This is an optimization exercise on Yosys and OpenROAD, whose aim is small area, a short achievable clock period and few clock cycles, not a production implementation.
RTL that was checked went through simulation tests only; none was proved equivalent to the original.
No activity file was given, so power comes from the tool's default toggle rates.

build 88:
## CONVCOR
module CONVCOR(
    clk,
    rst_n,
    in_valid,
    in_a,
    in_b,
    in_mode,
    out_valid,
    out
);
Size: ~1,500 cells after synthesis, roughly 250 flip-flops, ~73 I/O pins.
==> flow/config.mk <==
export PLATFORM = sky130hd
export DESIGN_NAME = CONVCOR
export DESIGN_NICKNAME = CONVCOR
export VERILOG_FILES = /design/flow/design.v
export SDC_FILE = /design/flow/constraint.sdc
export NUM_CORES = 4
export LEC_CHECK = 0
export ABC_CLOCK_PERIOD_IN_PS = 3000
export CAP_MARGIN = 20
export CORE_MARGIN = 2
export CORE_UTILIZATION = 35
export PLACE_DENSITY = 0.55
export SETUP_SLACK_MARGIN = 5
export SLEW_MARGIN = 20
==> flow/constraint.sdc <==
create_clock -name core_clock -period 10.0 [get_ports {clk}]
set_input_delay 2.0000 -clock core_clock [delete_from_list [all_inputs] [get_ports {clk}]]
set_output_delay 2.0000 -clock core_clock [all_outputs]
set_load 0.01 [all_outputs]
standard.sh (not shown) runs the stock make flow with config.mk's settings and CLKGATE_MAP_FILE= SYNTH_SCRIPT=/design/flow/synth_recipe.tcl, a recipe that flattens the netlist after the stock synthesis.
==> flow/flow/run.sh <==
#!/bin/bash
# The standard layout (the standard.sh, with the standard synthesis
# unchanged), with two make variables changed:
#  - BUFFER_PORTS_ARGS: every input and output port still gets a buffer, but a
#    plain buffer cell instead of the delay buffer that buffer_ports picks.
# Each tool's output goes to the ORFS logs under orfs/ and to standard.log here.
set -euo pipefail
SETUP_MARGIN=${SETUP_MARGIN:-6.8}
PORT_BUF=${PORT_BUF:-sky130_fd_sc_hd__buf_2}
sed -e "s/SETUP_SLACK_MARGIN=[0-9.]*/SETUP_SLACK_MARGIN=${SETUP_MARGIN} BUFFER_PORTS_ARGS='-buffer_cell ${PORT_BUF}'/" standard.sh > standard_margin.sh
grep -q "SETUP_SLACK_MARGIN=${SETUP_MARGIN} " standard_margin.sh
bash standard_margin.sh > standard.log 2>&1
Input changes introduced in build 43 (baseline for comparison: build 88):
--- a/flow/flow/run.sh
+++ b/flow/flow/run.sh
@@ -7,3 +7,3 @@
 set -euo pipefail
-SETUP_MARGIN=${SETUP_MARGIN:-6.8}
+SETUP_MARGIN=${SETUP_MARGIN:-6.6}
 PORT_BUF=${PORT_BUF:-sky130_fd_sc_hd__buf_2}
## What came out
- Between build 88 and build 43, the layout net count is lower for build 43.
- Diff build 88 -> build 43: wire length of the first global-routing pass shows a reduction of 7.1%, fmax saw a decrease, all-layer global routing usage now sits lower.
- Highest routed metal layer = met5: build 88; highest routed metal layer = met4: build 43
- Detail-routed via count per cell: build 43 vs build 88, no meaningful difference
- NOTE: time the worst path needs with I/O delays and setup in build 43 exceeds that of build 88
- Compared with build 88, in build 43 overall power of the completed layout now sits lower, clock network latency to the later pin of the worst-skew pair stayed essentially flat.
- Final-layout non-clock buffer area share (lower): build 43
- Taking build 88 as the reference, in build 43 global placer's final weighted congestion higher; number of well-tap cells placed did not really move.
Modified inputs, build 87 compared to build 43
Settings: a change of PLACE_DENSITY from 0.55 to 0.7; a change of CORE_UTILIZATION from 35 to 50.
==> flow/flow/run.sh <==
#!/bin/bash
set -euo pipefail
SETUP_MARGIN=${SETUP_MARGIN:-6.6}
sed "s/SETUP_SLACK_MARGIN=[0-9.]*/SETUP_SLACK_MARGIN=${SETUP_MARGIN}/" standard.sh > standard_margin.sh
grep -q "SETUP_SLACK_MARGIN=${SETUP_MARGIN}" standard_margin.sh
bash standard_margin.sh > standard.log 2>&1
## What came out
From build 87 to build 43, DRC violation count after routing did not move at all.
met1 global-route usage was lower in the run labelled build 43.
Setup slack in build 87 vs build 43: up 7.2 ps
Across both runs, post-detailed-route wirelength per cell was lower for build 87 than for build 43.
Comparing build 43 and build 87, clock skew is higher on build 43.
Status: fraction of the cycle the final worst path needs parity (build 43, build 87)
Hold slack was higher in build 87 than in build 43.
Compared with build 43, build 87 shows width of the chip that has gone down by more than 10%.
Setup changes, build 87 to build 63
Settings: PLACE_DENSITY changed from 0.7 to 0.55; CORE_UTILIZATION changed from 50 to 35.
## What came out
- Against build 87, build 63 comes in 13 ps lower on worst hold slack after final layout.
- Cell area | build 63 vs build 87 | build 63 larger
- On post-route total power: build 63 sits above build 87.
- Delta(detailed-routed wire length on met2, build 63 - build 87) > 0
- The floorplan die area of build 63 was inferior to that of build 87.
- Wire length on met1 (build 63 / build 87): 1.2
- The run showing the smaller largest fanout of any net on the critical path is build 87.
- Build 63 ended up with br_o[2] as its launching element of the worst setup path; build 87 ended up with bi_n[0].
- Build 63 vs. build 87: clock latency reported for the late side of the worst-skew pair has remained practically unchanged; area growth from synthesis to final layout moved up; final wirelength grew by 4.2 mm.
No functional check of the RTL was part of any run of this note.

========
job 9646:
CONVCOR, a different RTL version from the one above (not shown whole).
Size in the first run: about 1500 cells after synthesis, about 73 I/O pins, about 0.015 mm² of cells after synthesis.
==> flow/config.mk <==
export PLATFORM = sky130hd
export DESIGN_NAME = CONVCOR
export DESIGN_NICKNAME = CONVCOR
export VERILOG_FILES = /design/flow/design.v
export SDC_FILE = /design/flow/constraint.sdc
export NUM_CORES = 4
export LEC_CHECK = 0
export ABC_CLOCK_PERIOD_IN_PS = 3000
export CAP_MARGIN = 20
export CORE_MARGIN = 2
export CORE_UTILIZATION = 35
export CTS_CLUSTER_DIAMETER = 100
export CTS_CLUSTER_SIZE = 24
export PLACE_DENSITY = 0.55
export SETUP_SLACK_MARGIN = 5
export SLEW_MARGIN = 20
==> flow/constraint.sdc <==
create_clock -name core_clock -period 10.0 [get_ports {clk}]
set_input_delay 2.0000 -clock core_clock [delete_from_list [all_inputs] [get_ports {clk}]]
set_output_delay 2.0000 -clock core_clock [all_outputs]
set_load 0.01 [all_outputs]
==> flow/flow/run.sh <==
#!/bin/bash
# The standard layout (the standard.sh, with the standard synthesis
# unchanged), with two make variables changed:
#  - BUFFER_PORTS_ARGS: every input and output port still gets a buffer, but a
#    plain buffer cell instead of the delay buffer that buffer_ports picks.
# Each tool's output goes to the ORFS logs under orfs/ and to standard.log here.
set -euo pipefail
SETUP_MARGIN=${SETUP_MARGIN:-6.6}
PORT_BUF=${PORT_BUF:-sky130_fd_sc_hd__buf_2}
sed -e "s/SETUP_SLACK_MARGIN=[0-9.]*/SETUP_SLACK_MARGIN=${SETUP_MARGIN} BUFFER_PORTS_ARGS='-buffer_cell ${PORT_BUF}'/" standard.sh > standard_margin.sh
grep -q "SETUP_SLACK_MARGIN=${SETUP_MARGIN} " standard_margin.sh
bash standard_margin.sh > standard.log 2>&1
Testbench counts of job 9646, summed over its fixed seeds: cycles 16,262.
Edits applied to the flow inputs when going from job 9646 to job 7802:
Settings: swapping 100 for 80 in CTS_CLUSTER_DIAMETER; swapping 24 for 18 in CTS_CLUSTER_SIZE.
diff --git a/flow/flow/run.sh b/flow/flow/run.sh
--- a/flow/flow/run.sh
+++ b/flow/flow/run.sh
@@ -7,3 +7,3 @@
 set -euo pipefail
-SETUP_MARGIN=${SETUP_MARGIN:-6.6}
+SETUP_MARGIN=${SETUP_MARGIN:-6.7}
 PORT_BUF=${PORT_BUF:-sky130_fd_sc_hd__buf_2}
Worst setup slack in job 7802 vs job 9646: up 0.14 ns
Between job 9646 and job 7802, routing usage on met3 decreased.
Detailed route, job 7802 vs job 9646: via total higher for job 7802
Between job 7802 and job 9646, the clock share of power is lower for job 9646.
The final reports for job 7802 and job 9646 show fraction of area in non-clock buffers higher in the former.
Of the two values seen for launch point of the worst path, xr[1]$_DFF_P_ was produced by job 9646 and br_o[1]$_DFF_P_ by job 7802.
Changes observed in job 7802 relative to job 9646: total number of cells along the worst setup path went up, share of the clock period used by the worst path after layout fell 1.4 points.
Summary: with job 9646 as the reference, net switching power in job 7802 moved up slightly.
Post-layout minimum cycle time | job 7802 below job 9646
Power consumption (job 7802 vs. job 9646) increases by a few percent
Job 7802 — finished layout cell area about 3% higher, job 9646 as reference
Modified inputs, job 9483 compared to job 7802
Settings: PLACE_DENSITY changed from 0.55 to 0.62; CORE_UTILIZATION changed from 35 to 40.
diff --git a/flow/flow/run.sh b/flow/flow/run.sh
--- a/flow/flow/run.sh
+++ b/flow/flow/run.sh
@@ -7,3 +7,3 @@
 set -euo pipefail
-SETUP_MARGIN=${SETUP_MARGIN:-6.7}
+SETUP_MARGIN=${SETUP_MARGIN:-6.6}
 PORT_BUF=${PORT_BUF:-sky130_fd_sc_hd__buf_2}
Notes after the runs:
Job 9483 finished end to end and its layout was clean on timing, DRC and antenna. Where die area is concerned, job 7802 is outperformed by job 9483. Compared with job 7802, layout clock buffer count in job 9483 increased by more than 10%. Wire length of the first global-routing pass (job 9483 vs. job 7802) decreases by a few percent.
For job 6756, these inputs were changed with respect to job 9483:
Settings: CTS_CLUSTER_DIAMETER: 80 -> unset; ABC_CLOCK_PERIOD_IN_PS: 3000 -> unset; PLACE_DENSITY: 0.62 -> 0.55; CTS_CLUSTER_SIZE: 18 -> unset; ABC_AREA: unset -> 1; CORE_UTILIZATION: 40 -> 35.
==> comparison <==
- Job 6756 — detailed router's first-iteration violation count 392 higher, job 9483 as reference
- Job 6756 ends up with a filler cell count in the final layout that is 24% higher than in job 9483.
- Diff job 9483 -> job 6756: simple-gate area share of the yosys netlist grew by 4.5 points, global-route wire length before repair grew by 19%.
- Job 6756: all stages complete, timing, DRC and antenna checks passed
- On distinct cell type count after synthesis, the lower figure sits with job 6756, not job 9483.
- Job 9483 reports its launching element of the worst setup path as br_o[3]$_DFF_P_ while job 6756 reports br_o[2]$_DFF_P_.
- The number of max-capacitance violations reported of job 9483 and that of job 6756 are within noise of each other.
Modified inputs, job 7239 compared to job 6756
Settings: CTS_CLUSTER_DIAMETER now 80, previously not set; CTS_CLUSTER_SIZE now 18, previously not set; TNS_END_PERCENT now 30, previously not set; ABC_CLOCK_PERIOD_IN_PS now 3000, previously not set; ABC_AREA no longer set, was 1.
diff --git a/flow/flow/run.sh b/flow/flow/run.sh
--- a/flow/flow/run.sh
+++ b/flow/flow/run.sh
@@ -7,3 +7,3 @@
 set -euo pipefail
-SETUP_MARGIN=${SETUP_MARGIN:-6.6}
+SETUP_MARGIN=${SETUP_MARGIN:-6.7}
 PORT_BUF=${PORT_BUF:-sky130_fd_sc_hd__buf_2}
--- outcome ---
Going from job 6756 to job 7239, gate count of the mapped netlist went down by 18%, sequential share of layout area went up by 2.1 points, area after synthesis went down by about 2.5%, post-detailed-routing wire length went down by 5.9 mm, number of fill cells went down by 112.
diff inputs: job 7239 => job 5026
Settings: clearing CTS_CLUSTER_SIZE, which used to be 18; clearing TNS_END_PERCENT, which used to be 30; clearing CTS_CLUSTER_DIAMETER, which used to be 80; swapping 3000 for 2000 in ABC_CLOCK_PERIOD_IN_PS.
diff --git a/flow/flow/run.sh b/flow/flow/run.sh
--- a/flow/flow/run.sh
+++ b/flow/flow/run.sh
@@ -7,3 +7,3 @@
 set -euo pipefail
-SETUP_MARGIN=${SETUP_MARGIN:-6.7}
+SETUP_MARGIN=${SETUP_MARGIN:-6.6}
 PORT_BUF=${PORT_BUF:-sky130_fd_sc_hd__buf_2}
Results
- When the final numbers for job 7239 and job 5026 were put side by side, the flip-flop and latch share of the layout cell area turned out to be greater in job 7239.
- Of job 7239 and job 5026, job 5026 shows the lower fraction of power consumed by combinational cells, with job 7239 above it.
- Job 5026 vs. job 7239: combinational power went down by about 2%.
- In job 5026, the peak per-stage delay on the critical path came out 0.34 ns below the value in job 7239.
- Total number of cells along the worst setup path: job 5026 higher than job 7239
- Worst hold margin in job 5026 is 0.011 ns below job 7239.
- Delta (job 5026 minus job 7239): maximum frequency saw an increase; number of clock buffers in the layout increased 15.
- Job 5026 and job 7239 ended up with roughly the same met3 routed wirelength.

==> static timing again, ports no longer ideal <==
Ports are ideal in the flow. The routed layouts listed here were re-timed in OpenROAD.
Step 1: set_driving_cell puts a clkbuf_16 on clk and a buf_2 on each other input, an assumption about the parent block.
Step 2, shift: input delay + t, output delay - t, t = (earliest + latest rising clock arrival at the registers) / 2. This alone moves slack from input paths to output paths.
a / b / c = ideal / step 1 / step 2; a / b = the first two.
| run | shift t [ns] | setup WS [ns] | hold WS [ns] | slew at the worst register clock pin (ns) | worst data-port slew with drivers (ns) |
|---|---|---|---|---|---|
| build 88 | 0.611 | 6.847 / 6.847 / 6.508 | 0.330 / 0.330 / 0.330 | 0.07 / 0.07 | 0.06 |
| build 43 | 0.611 | 6.676 / 6.676 / 6.129 | 0.327 / 0.327 / 0.327 | 0.07 / 0.07 | 0.06 |
| build 87 | 0.605 | 6.683 / 6.683 / 6.151 | 0.344 / 0.344 / 0.344 | 0.07 / 0.07 | 0.04 |
| build 63 | 0.611 | 6.682 / 6.673 / 6.135 | 0.332 / 0.332 / 0.332 | 0.07 / 0.07 | 0.04 |
| job 9646 | 0.553 | 6.655 / 6.655 / 6.444 | 0.337 / 0.337 / 0.337 | 0.10 / 0.10 | 0.06 |
| job 7802 | 0.566 | 6.794 / 6.794 / 6.404 | 0.336 / 0.336 / 0.336 | 0.08 / 0.08 | 0.05 |
| job 9483 | 0.566 | 6.641 / 6.641 / 6.222 | 0.331 / 0.331 / 0.331 | 0.08 / 0.08 | 0.05 |
| job 6756 | 0.624 | 6.629 / 6.629 / 6.295 | 0.331 / 0.331 / 0.331 | 0.07 / 0.07 | 0.06 |
| job 7239 | 0.567 | 6.658 / 6.658 / 6.403 | 0.336 / 0.336 / 0.336 | 0.08 / 0.08 | 0.05 |
| job 5026 | 0.619 | 6.728 / 6.728 / 6.227 | 0.325 / 0.325 / 0.325 | 0.06 / 0.06 | 0.06 |
After both steps every run listed still meets setup and hold.
